Context: an optimization exercise on an open-source flow, tuned for small area. The choices shown serve that exercise and are no tape-out recipe.
RTL that was checked went through simulation tests only; none was proved equivalent to the original.
Power figures rest on the tool's default switching activity, not on a simulated workload.

Setup of alpha:
==> flow/design.v <==
module ALU_ADD (
    input [15:0] a,
    input [15:0] b,
    input ci,
    output [15:0] s,
    output co,
    output eq
);
wire [17:0] t = {1'b0, a, 1'b1} + {1'b0, b, ci};
assign s = t[16:1];
assign co = t[17];
assign eq = &(a ^ b);
endmodule
module ADDR_ADD (
    input [15:0] a,
    input [5:0] imm,
    output [15:0] s
);
assign s = a + {{10{imm[5]}}, imm};
endmodule
module ALU_SHIFT (
    input [15:0] a,
    input [3:0] n,
    input right,
    output [15:0] y           
);
wire [15:0] arev;
genvar g;
generate for (g = 0; g < 16; g = g + 1) begin : rev
    assign arev[g] = a[15-g];
end endgenerate
wire [15:0] x = right ? arev : a;
assign y = x << n;
endmodule
module ALU_RESULT (
    input [15:0] a,
    input [15:0] b,
    input [15:0] sum,
    input [15:0] sh,
    input [15:0] ld,
    input gt,
    input s_sum, s_not, s_shl, s_shr, s_and, s_or, s_gt, s_ld,
    output [15:0] y
);
wire [15:0] shrev;
genvar g;
generate for (g = 0; g < 16; g = g + 1) begin : rev
    assign shrev[g] = sh[15-g];
end endgenerate
assign y = ({16{s_sum}} & sum)
         | ({16{s_not}} & ~a)
         | ({16{s_shl}} & sh)
         | ({16{s_shr}} & shrev)
         | ({16{s_and}} & (a & b))
         | ({16{s_or}} & (a | b))
         | ({16{s_ld}} & ld)
         | {15'd0, s_gt & gt};
endmodule
module REG_FILE_MODULE (
    input clk,
    input [7:0] wel,          
    input [7:0] weh,          
    input [15:0] wd,
    output [127:0] q          
);
reg [15:0] r0, r1, r2, r3, r4, r5, r6, r7;
always @(posedge clk) begin
    if (wel[0]) r0[7:0] <= wd[7:0];
    if (weh[0]) r0[15:8] <= wd[15:8];
    if (wel[1]) r1[7:0] <= wd[7:0];
    if (weh[1]) r1[15:8] <= wd[15:8];
    if (wel[2]) r2[7:0] <= wd[7:0];
    if (weh[2]) r2[15:8] <= wd[15:8];
    if (wel[3]) r3[7:0] <= wd[7:0];
    if (weh[3]) r3[15:8] <= wd[15:8];
    if (wel[4]) r4[7:0] <= wd[7:0];
    if (weh[4]) r4[15:8] <= wd[15:8];
    if (wel[5]) r5[7:0] <= wd[7:0];
    if (weh[5]) r5[15:8] <= wd[15:8];
    if (wel[6]) r6[7:0] <= wd[7:0];
    if (weh[6]) r6[15:8] <= wd[15:8];
    if (wel[7]) r7[7:0] <= wd[7:0];
    if (weh[7]) r7[15:8] <= wd[15:8];
end
assign q = {r7, r6, r5, r4, r3, r2, r1, r0};
endmodule
module RD_PORT (
    input [63:0] q,           
    input [7:0] sel,
    output [7:0] d
);
genvar g;
generate for (g = 0; g < 8; g = g + 1) begin : rbit
    wire n0, n1, n2;
    AOI222 x0 (.a1(sel[0]), .a2(q[0*8+g]), .b1(sel[1]), .b2(q[1*8+g]), .c1(sel[2]), .c2(q[2*8+g]), .y(n0));
    AOI222 x1 (.a1(sel[3]), .a2(q[3*8+g]), .b1(sel[4]), .b2(q[4*8+g]), .c1(sel[5]), .c2(q[5*8+g]), .y(n1));
    AOI22  x2 (.a1(sel[6]), .a2(q[6*8+g]), .b1(sel[7]), .b2(q[7*8+g]), .y(n2));
    NAND3  x3 (.a(n0), .b(n1), .c(n2), .y(d[g]));
end endgenerate
endmodule
module AOI222 (input a1, a2, b1, b2, c1, c2, output y);
assign y = ~((a1 & a2) | (b1 & b2) | (c1 & c2));
endmodule
module AOI22 (input a1, a2, b1, b2, output y);
assign y = ~((a1 & a2) | (b1 & b2));
endmodule
module NAND3 (input a, b, c, output y);
assign y = ~(a & b & c);
endmodule
module DEC3 (
    input [2:0] a,
    output [7:0] y
);
assign y = 8'd1 << a;
endmodule
module DEC3E (
    input [2:0] a,
    input en,
    output [7:0] y
);
assign y = {8{en}} & (8'd1 << a);
endmodule
module top_module (
    input clk,
    input rst,
    output [15:0] imem_addr,
    input  [15:0] imem_data,
    output dmem_we,
    output dmem_re,
    output [15:0] dmem_addr,
    output [15:0] dmem_wdata,
    input  [15:0] dmem_rdata
);
    wire [15:0] ins = imem_data;
    wire [3:0] op = ins[15:12];
    wire [2:0] rs = ins[11:9];
    wire [2:0] rt = ins[8:6];
    wire [2:0] rd = ins[5:3];
    wire [15:0] sx = {{10{ins[5]}}, ins[5:0]};
    reg [15:1] pc;
    assign imem_addr = {pc, 1'b0};
    wire is_lw  = (op == 4'b0000);
    wire is_sw  = (op == 4'b0001);
    wire is_sub = (op == 4'b0011);
    wire is_not = (op == 4'b0100);
    wire is_shl = (op == 4'b0101);
    wire is_shr = (op == 4'b0110);
    wire is_and = (op == 4'b0111);
    wire is_or  = (op == 4'b1000);
    wire is_gt  = (op == 4'b1001);
    wire is_beq = (op == 4'b1011);
    wire is_bne = (op == 4'b1100);
    wire is_j   = (op == 4'b1101);
    wire is_mem = is_lw | is_sw;
    wire is_add = (op == 4'b0010) | (op == 4'b1010) | (op == 4'b1110) | (op == 4'b1111);
    wire wen = ~(is_sw | is_beq | is_bne | is_j);
    wire [127:0] q;
    wire [15:0] a, b, wd;
    wire [2:0] wa = is_lw ? rt : rd;
    wire [7:0] wsell, wselh, ra1l, ra1h, ra2l, ra2h;
    DEC3E dwl (.a(wa), .en(wen), .y(wsell));
    DEC3E dwh (.a(wa), .en(wen), .y(wselh));
    DEC3 d1l (.a(rs), .y(ra1l));
    DEC3 d1h (.a(rs), .y(ra1h));
    DEC3 d2l (.a(rt), .y(ra2l));
    DEC3 d2h (.a(rt), .y(ra2h));
    REG_FILE_MODULE gpr (.clk(clk), .wel(wsell | {8{rst}}), .weh(wselh | {8{rst}}), .wd(wd), .q(q));
    wire [63:0] ql, qh;
    genvar g;
    generate for (g = 0; g < 8; g = g + 1) begin : split
        assign ql[g*8 +: 8] = q[g*16 +: 8];
        assign qh[g*8 +: 8] = q[g*16 + 8 +: 8];
    end endgenerate
    RD_PORT rp1l (.q(ql), .sel(ra1l), .d(a[7:0]));
    RD_PORT rp1h (.q(qh), .sel(ra1h), .d(a[15:8]));
    RD_PORT rp2l (.q(ql), .sel(ra2l), .d(b[7:0]));
    RD_PORT rp2h (.q(qh), .sel(ra2h), .d(b[15:8]));
    wire sub = ~is_add;
    wire [15:0] sum;
    wire co, eq;
    ALU_ADD add (.a(a), .b(b ^ {16{sub}}), .ci(sub), .s(sum), .co(co), .eq(eq));
    wire [15:0] maddr;
    ADDR_ADD aadd (.a(a), .imm(ins[5:0]), .s(maddr));
    wire gt = co & ~eq;            
    wire [15:0] sh;
    ALU_SHIFT shf (.a(a), .n(b[3:0]), .right(is_shr), .y(sh));
    wire big = |b[15:4];
    wire nr = ~rst;
    ALU_RESULT resm (
        .a(a), .b(b), .sum(sum), .sh(sh), .ld(dmem_rdata), .gt(gt),
        .s_sum(nr & (is_add | is_sub)), .s_not(nr & is_not),
        .s_shl(nr & is_shl & ~big), .s_shr(nr & is_shr & ~big),
        .s_and(nr & is_and), .s_or(nr & is_or), .s_gt(nr & is_gt), .s_ld(nr & is_lw),
        .y(wd)
    );
    assign dmem_we = is_sw;
    assign dmem_re = is_lw;
    assign dmem_addr = maddr;
    assign dmem_wdata = b;
    wire taken = (is_beq & eq) | (is_bne & ~eq);
    wire [16:0] pct = {1'b0, pc, 1'b1} + {1'b0, taken ? sx[14:0] : 15'd0, 1'b1};
    wire [15:1] pcn = pct[15:1];
    always @(posedge clk) begin
        if (rst) pc <= 15'd0;
        else if (is_j) pc <= {pcn[15:13], ins[11:0]};
        else pc <= pcn;
    end
endmodule
export LEC_CHECK = 0
export CAP_MARGIN = 20
export CORE_MARGIN = 2
export CORE_UTILIZATION = 40
export GPL_TIMING_DRIVEN = 0
export PLACE_DENSITY = 0.6
export SLEW_MARGIN = 20
export SYNTH_HIERARCHICAL = 1
create_clock -name core_clock -period 6.5 [get_ports {clk}]
standard.sh (not shown) runs the stock make flow with config.mk's settings and CLKGATE_MAP_FILE= SYNTH_SCRIPT=/design/flow/synth_recipe.tcl, a recipe that flattens the netlist after the stock synthesis.
==> flow/flow/run.sh <==
#!/bin/bash
# The standard layout (standard.sh) with these changes:
#  - synthesis (flow/synth_area.tcl): no full-adder extraction or Kogge-Stone
#    adders, and the final ABC mapping is for area: flow/area.abc, or the
#    script ABC_MODULE_SCRIPTS names for a module. Every step before ABC, and
#    so every register and its cell type, is the standard synthesis's;
#  - every port still gets a buffer, but a sky130_fd_sc_hd__buf_1.
#  - clock tree synthesis without dummy loads (CTS_ARGS below).
# Output of the make run: flow_make.log (ORFS's own logs under orfs/logs).
set -euo pipefail
HERE=$(pwd)
sed "s#SYNTH_SCRIPT=[^ ]*#SYNTH_SCRIPT=$HERE/flow/synth_area.tcl ADDER_MAP_FILE= SYNTH_OPERATIONS_ARGS=-noshare#" standard.sh > standard_area.sh
export AREA_ABC_SCRIPT=$HERE/flow/area.abc
export ABC_MODULE_SCRIPTS="ALU_RESULT:$HERE/flow/nfa.abc RD_PORT:$HERE/flow/amap2.abc"
export BUFFER_PORTS_ARGS="-buffer_cell sky130_fd_sc_hd__buf_1"
export CTS_ARGS="-sink_clustering_enable -repair_clock_nets -dont_use_dummy_load -buf_list sky130_fd_sc_hd__clkbuf_8"
export SETUP_MOVE_SEQUENCE="unbuffer,sizeup,swap"
bash standard_area.sh "$@" > flow_make.log 2>&1
==> flow/flow/amap2.abc <==
strash
ifraig
scorr
dc2
dch -f
amap
==> flow/flow/area.abc <==
strash
dch
amap
==> flow/flow/nfa.abc <==
&get -n
&st
&dch
&nf -a -R 1000
&put
==> flow/flow/synth_area.tcl <==
# synth_recipe.tcl with the final abc call replaced: each module listed in
# ABC_MODULE_SCRIPTS (module:script pairs) is mapped with its own script,
# then everything left with AREA_ABC_SCRIPT.
proc synth {args} { yosys synth -nofsm -noshare {*}$args }
proc abc_with_script {script argv sel} {
  set i [lsearch -exact $argv -script]
  if { $i >= 0 } { lset argv [expr { $i + 1 }] $script }
  yosys abc {*}$argv {*}$sel
}
proc abc {args} {
  if { [info exists ::env(ABC_MODULE_SCRIPTS)] } {
    foreach pair $::env(ABC_MODULE_SCRIPTS) {
      lassign [split $pair :] m s
      abc_with_script $s $args [list $m]
    }
  }
  abc_with_script $::env(AREA_ABC_SCRIPT) $args {}
}
source $::env(SCRIPTS_DIR)/synth.tcl
# left out here: clear keep_hierarchy, flatten, clean up, hide names made inside functions, write 1_2_yosys.v
### alpha -> beta
--- a/flow/design.v
+++ b/flow/design.v
@@ -8,17 +8,10 @@
 );
 wire [17:0] t = {1'b0, a, 1'b1} + {1'b0, b, ci};
 assign s = t[16:1];
 assign co = t[17];
 assign eq = &(a ^ b);
-endmodule
-module ADDR_ADD (
-    input [15:0] a,
-    input [5:0] imm,
-    output [15:0] s
-);
-assign s = a + {{10{imm[5]}}, imm};
 endmodule
 module ALU_SHIFT (
     input [15:0] a,
     input [3:0] n,
     input right,
@@ -173,16 +166,14 @@
     end endgenerate
     RD_PORT rp1l (.q(ql), .sel(ra1l), .d(a[7:0]));
     RD_PORT rp1h (.q(qh), .sel(ra1h), .d(a[15:8]));
     RD_PORT rp2l (.q(ql), .sel(ra2l), .d(b[7:0]));
     RD_PORT rp2h (.q(qh), .sel(ra2h), .d(b[15:8]));
-    wire sub = ~is_add;
+    wire sub = ~(is_add | is_mem);
     wire [15:0] sum;
     wire co, eq;
-    ALU_ADD add (.a(a), .b(b ^ {16{sub}}), .ci(sub), .s(sum), .co(co), .eq(eq));
-    wire [15:0] maddr;
-    ADDR_ADD aadd (.a(a), .imm(ins[5:0]), .s(maddr));
+    ALU_ADD add (.a(a), .b((is_mem ? sx : b) ^ {16{sub}}), .ci(sub), .s(sum), .co(co), .eq(eq));
     wire gt = co & ~eq;            
     wire [15:0] sh;
     ALU_SHIFT shf (.a(a), .n(b[3:0]), .right(is_shr), .y(sh));
     wire big = |b[15:4];
     wire nr = ~rst;
@@ -193,11 +184,11 @@
         .s_and(nr & is_and), .s_or(nr & is_or), .s_gt(nr & is_gt), .s_ld(nr & is_lw),
         .y(wd)
     );
     assign dmem_we = is_sw;
     assign dmem_re = is_lw;
-    assign dmem_addr = maddr;
+    assign dmem_addr = sum;
     assign dmem_wdata = b;
     wire taken = (is_beq & eq) | (is_bne & ~eq);
     wire [16:0] pct = {1'b0, pc, 1'b1} + {1'b0, taken ? sx[14:0] : 15'd0, 1'b1};
     wire [15:1] pcn = pct[15:1];
     always @(posedge clk) begin
- beta: flow complete, layout not clean; failing: setup timing
- Pin count of the biggest net entering global routing: beta and alpha compared, lower one is alpha
- Of beta and alpha, the higher post-synthesis cell area belongs to alpha.
- Taking beta as 1.0, alpha lands at 0.77 on number of gates resized after cts.
- Wire length after detailed routing, beta and alpha: lower on alpha
- The post-synthesis share of cell area spent on and, or, nand and nor gates of beta is lower than that of alpha.
- Against alpha, width of the die in beta fell by a few percent.
- Compared with alpha, in beta power shows an increase of 5.2%; count of buffers added by post-CTS timing repair for setup stayed essentially flat.
For beta, only the layout was checked, not whether the RTL still works.

-- separate check: timing with driven ports --
No port has a modelled driver above. Below, the same layouts with a new extraction and two added sets of constraints.
Step 1 (the two cells are an assumption about what drives the block):
set clk [get_ports {clk}]
set_driving_cell -lib_cell sky130_fd_sc_hd__clkbuf_16 $clk
set_driving_cell -lib_cell sky130_fd_sc_hd__buf_2 [delete_from_list [all_inputs] $clk]
Step 2 moves the port delays by t, midway between the first and last clock arrival at a register: inputs arrive t later, outputs are due t later. That takes back most of the time a late clock gives input paths.
Three values: ideal ports, drivers, drivers and shift; two values: the first two.
run | t (ns) | setup slack, ns | slew at the worst register clock pin (ns) | worst slew at a driven data input, ns | pins driven straight from the clock port
alpha | 0.469 | 0.182 / 0.144 / -0.091 | 0.09 / 0.09 | 0.05 | 1
beta | 0.469 | -0.032 / -0.094 / -0.183 | 0.10 / 0.10 | 0.08 | 1
With both steps, setup timing fails in alpha, where it was met with ideal ports. For alpha, which loses most, drivers alone change the setup slack by -0.038 ns; drivers and shift together by -0.273 ns.
